Background: an optimization exercise with open tools, aiming at small area, a short achievable clock period and few clock cycles per item. Do not read the settings as production practice.
At most, simulation tests tie the RTL to the original design; equivalence was not proved.
Power is estimated from default activity; no workload was simulated.

==> job 5089: inputs <==
==> flow/design.v <==
`timescale 1ns/1ps
module KES_cpu(clk, rst, mem_valid, mem_we, mem_addr, mem_wdata, mem_ready, mem_rdata);
input         clk, rst;
output        mem_valid, mem_we;
output [7:0]  mem_addr;
output [31:0] mem_wdata;
input         mem_ready;
input  [31:0] mem_rdata;
localparam F = 2'd0, A = 2'd1, B = 2'd2, W = 2'd3;
reg [1:0]  state;
reg [7:0]  PC, src1, src2, dest, jump;
reg [31:0] R;
assign mem_valid = 1'b1;
assign mem_we    = (state == W);
assign mem_addr  = (state == F) ? PC :
                   (state == A) ? src1 :
                   (state == B) ? src2 : dest;
assign mem_wdata = R;
always @(posedge clk)
begin
  if (rst)
  begin
    state <= F;
    PC    <= 8'd0;
  end
  else
  begin
    if (mem_ready)
      state <= state + 2'd1;
    if (mem_ready && state == W)
      PC <= R[31] ? jump : PC + 8'd1;
  end
  if (state == F)
  begin
    dest <= mem_rdata[31:24];
    src1 <= mem_rdata[23:16];
    src2 <= mem_rdata[15:8];
    jump <= mem_rdata[7:0];
  end
  if (state == A)
    R <= mem_rdata;
  else if (state == B && mem_ready)
    R <= R - mem_rdata;
end
endmodule
==> flow/run.sh <==
#!/bin/bash
# synth_recipe.tcl (not shown) runs the flow's synth.tcl, then flattens the netlist and writes it again
# the make line also repeats each setting of config.mk as NAME=value (left out here)
make -C /OpenROAD-flow-scripts/flow DESIGN_CONFIG=/design/flow/config.mk WORK_HOME=/design/flow/orfs CLKGATE_MAP_FILE= SYNTH_SCRIPT=/design/flow/synth_recipe.tcl finish
==> flow/config.mk <==
export PLATFORM = sky130hd
export DESIGN_NAME = KES_cpu
export DESIGN_NICKNAME = KES_cpu
export VERILOG_FILES = /design/flow/design.v
export SDC_FILE = /design/flow/constraint.sdc
export NUM_CORES = 4
export LEC_CHECK = 0
export CAP_MARGIN = 20
export CORE_MARGIN = 2
export CORE_UTILIZATION = 40
export SLEW_MARGIN = 20
==> flow/constraint.sdc <==
create_clock -name core_clock -period 4.5 [get_ports {clk}]
set_input_delay 0.9000 -clock core_clock [delete_from_list [all_inputs] [get_ports {clk}]]
set_output_delay 0.9000 -clock core_clock [all_outputs]
set_load 0.01 [all_outputs]
==> job 3803 (differences from job 5089) <==
--- a/flow/design.v
+++ b/flow/design.v
@@ -9,13 +9,17 @@
 localparam F = 2'd0, A = 2'd1, B = 2'd2, W = 2'd3;
 reg [1:0]  state;
 reg [7:0]  PC, src1, src2, dest, jump;
-reg [31:0] R;
+reg [15:0] Rh, Rl;
+reg        bw;
+wire [16:0] dl = {1'b0, Rl} - {1'b0, mem_rdata[15:0]};
+wire [15:0] dh = Rh - mem_rdata[31:16];
+wire [15:0] Dh = Rh - {15'd0, bw};
 assign mem_valid = 1'b1;
 assign mem_we    = (state == W);
 assign mem_addr  = (state == F) ? PC :
                    (state == A) ? src1 :
                    (state == B) ? src2 : dest;
-assign mem_wdata = R;
+assign mem_wdata = {Dh, Rl};
 always @(posedge clk)
 begin
   if (rst)
@@ -28,7 +32,7 @@
     if (mem_ready)
       state <= state + 2'd1;
     if (mem_ready && state == W)
-      PC <= R[31] ? jump : PC + 8'd1;
+      PC <= Dh[15] ? jump : PC + 8'd1;
   end
   if (state == F)
   begin
@@ -38,8 +42,15 @@
     jump <= mem_rdata[7:0];
   end
   if (state == A)
-    R <= mem_rdata;
+  begin
+    Rh <= mem_rdata[31:16];
+    Rl <= mem_rdata[15:0];
+  end
   else if (state == B && mem_ready)
-    R <= R - mem_rdata;
+  begin
+    Rh <= dh;
+    Rl <= dl[15:0];
+    bw <= dl[16];
+  end
 end
 endmodule
==> comparison table <==
| item | job 5089 | job 3803 |
|---|---|---|
| Run status | finished clean | finished clean |
| Wire length on met2 | 6130 um | 5790 um |
| Final clock period utilization by the worst path | 79.2% | 91.0% |
| Critical Path Fanout Max | 4 | 9 |
| Clock sink count | 74 | 75 |
| Buffers outside the clock class | 80 | 78 |
| Layout Nets | 689 | 678 |
| Chip Width | 116 um | 117 um |
| Bufs and invs on worst path | 1 | 2 |
| Via count of the first global-routing pass | 4,025 | 4,024 |
| Xor and xnor area share after synthesis | 4.39% | 3.76% |
| Met2 usage in global routing | 33.1% | 31.3% |
| Main power-consuming group | combinational logic | registers |
| P&R area growth vs syn | 23.6% | 23.1% |
| Seq pwr share | 36.2% | 38.2% |
| Portion of the layout cell area used by non-clock buffers | 12.8% | 12.7% |
| Layout cell share with drive strength beyond 1 | 4.98% | 5.26% |
| Average wire per cell in the routed design | 16.9 um | 16.4 um |
| Clock network share of area | 4.49% | 4.21% |
| Post-synthesis mux area share | 2.41% | 3.35% |
| WP data arrival | 3.62 ns | 3.20 ns |
| Fin Clk Skew | 0.00970 ns | 0.00845 ns |
| Post-Synthesis Net Count | 624 | 609 |
| Final WS setup | 0.937 ns | 0.404 ns |
| Cell area power density | 427 nW/um^2 | 397 nW/um^2 |
| Final standard cell utilization of the core | 51.0% | 50.2% |
| Logic inverters | 38 | 48 |
Testbench counts of job 5089, summed over its fixed seeds: cycles 96,000, instructions 24,000.
Only the layout flow was run in job 3803; the RTL was not checked for function there.


==> job 4854: inputs <==
Another version of the RTL of KES_cpu (not shown whole).
export LEC_CHECK = 0
export ABC_AREA = 1
export CAP_MARGIN = 20
export CORE_MARGIN = 2
export CORE_UTILIZATION = 60
export SETUP_SLACK_MARGIN = 2.1
export SLEW_MARGIN = 20
create_clock -name core_clock -period 4.5 [get_ports {clk}]
standard.sh (not shown) runs the stock make flow with config.mk's settings and CLKGATE_MAP_FILE= SYNTH_SCRIPT=/design/flow/synth_recipe.tcl, a recipe that flattens the netlist after the stock synthesis.
==> flow/flow/run.sh <==
#!/bin/bash
# The standard layout (standard.sh), with two changes:
#  - ADDER_MAP_FILE empty: synthesis leaves the adder to ABC instead of
#    extracting full/half-adder cells, which ABC cannot restructure;
#  - every port still gets a buffer, but a plain buf_1 instead of the
#    delay cell that buffer_ports picks by default.
# The whole make output goes to standard_flow.log in the work folder; ORFS
# keeps each step's own log under orfs/logs/.
set -euo pipefail
bash standard.sh ADDER_MAP_FILE= "BUFFER_PORTS_ARGS=-buffer_cell sky130_fd_sc_hd__buf_1" finish > standard_flow.log 2>&1
==> job 9386: changes against job 4854 <==
==> flow/flow/run.sh (replaced) <==
#!/bin/bash
# The standard layout (standard.sh), with two changes:
#  - ADDER_MAP_FILE empty: synthesis leaves the adder to ABC instead of
#    extracting full/half-adder cells, which ABC cannot restructure;
#  - every port still gets a buffer, but a plain buf_2 instead of the
#    delay cell that buffer_ports picks by default.
# The whole make output goes to standard_flow.log in the work folder; ORFS
# keeps each step's own log under orfs/logs/.
set -euo pipefail
bash standard.sh ADDER_MAP_FILE= "BUFFER_PORTS_ARGS=-buffer_cell sky130_fd_sc_hd__buf_2" finish > standard_flow.log 2>&1
--- a/flow/config.mk
+++ b/flow/config.mk
@@ -9,5 +9,5 @@
 export CAP_MARGIN = 20
 export CORE_MARGIN = 2
-export CORE_UTILIZATION = 60
-export SETUP_SLACK_MARGIN = 2.1
+export CORE_UTILIZATION = 40
+export SETUP_SLACK_MARGIN = 1.9
 export SLEW_MARGIN = 20
==> comparison table <==
item                                                              job 9386                  job 4854
Status                                    no timing/DRC/antenna violations  no timing/DRC/antenna violations
Post-layout instance area                                        5020 um^2                 4990 um^2
Unrepaired setup endpoints after global routing                         no                       yes
Most frequent CP cell                             sky130_fd_sc_hd__nand2_1  sky130_fd_sc_hd__nand2_2
Seq group                                                           973 uW                    976 uW
Final WS setup                                                     2.05 ns                   2.15 ns
Share of cells above drive strength 1                                0.252                     0.160
Total placed instance area                                       4710 um^2                 4640 um^2
Routed wl met3                                                      380 um                    475 um
Register Area                                                    2170 um^2                 2170 um^2
Width of the chip                                                   107 um                   88.1 um
Power drawn by the clock network                                    460 uW                    428 uW
Gate power share                                                     0.300                     0.305
Met1 track demand over resource                                      0.211                     0.318
Average detailed-routed wire length per instance                   14.2 um                   14.2 um
Clock tree skew after final layout                              0.00694 ns                0.00907 ns
Testbench counts of job 4854, summed over its fixed seeds: cycles 96,000, instructions 24,000.
Testbench counts of job 9386, summed over its fixed seeds: cycles 96,000, instructions 24,000.

## what the ideal ports hide
The results above use ideal ports. As a check the final layouts listed here were re-extracted and re-timed, cells and wires unchanged.
Step 1 assumes that a clkbuf_16 drives the clock port and a buf_2 every other input.
Step 2 moves the port delays by t, midway between the first and last clock arrival at a register: inputs arrive t later, outputs are due t later. That takes back most of the time a late clock gives input paths.
a / b / c = no drivers / after step 1 / after step 2; a / b = the first two.
| run | t, ns | setup slack, ns | cell pins on the clock port's net |
|---|---|---|---|
| job 5089 | 0.376 | 0.937 / 0.948 / 0.572 | 1 |
| job 3803 | 0.371 | 0.404 / 0.367 / 0.739 | 1 |
| job 4854 | 0.368 | 2.148 / 2.159 / 1.790 | 1 |
| job 9386 | 0.372 | 2.050 / 2.061 / 1.689 | 1 |
After both steps every run listed still meets setup and hold. The setup slack of job 5089, which loses most, moves by +0.011 ns with the drivers and by -0.365 ns with both steps.
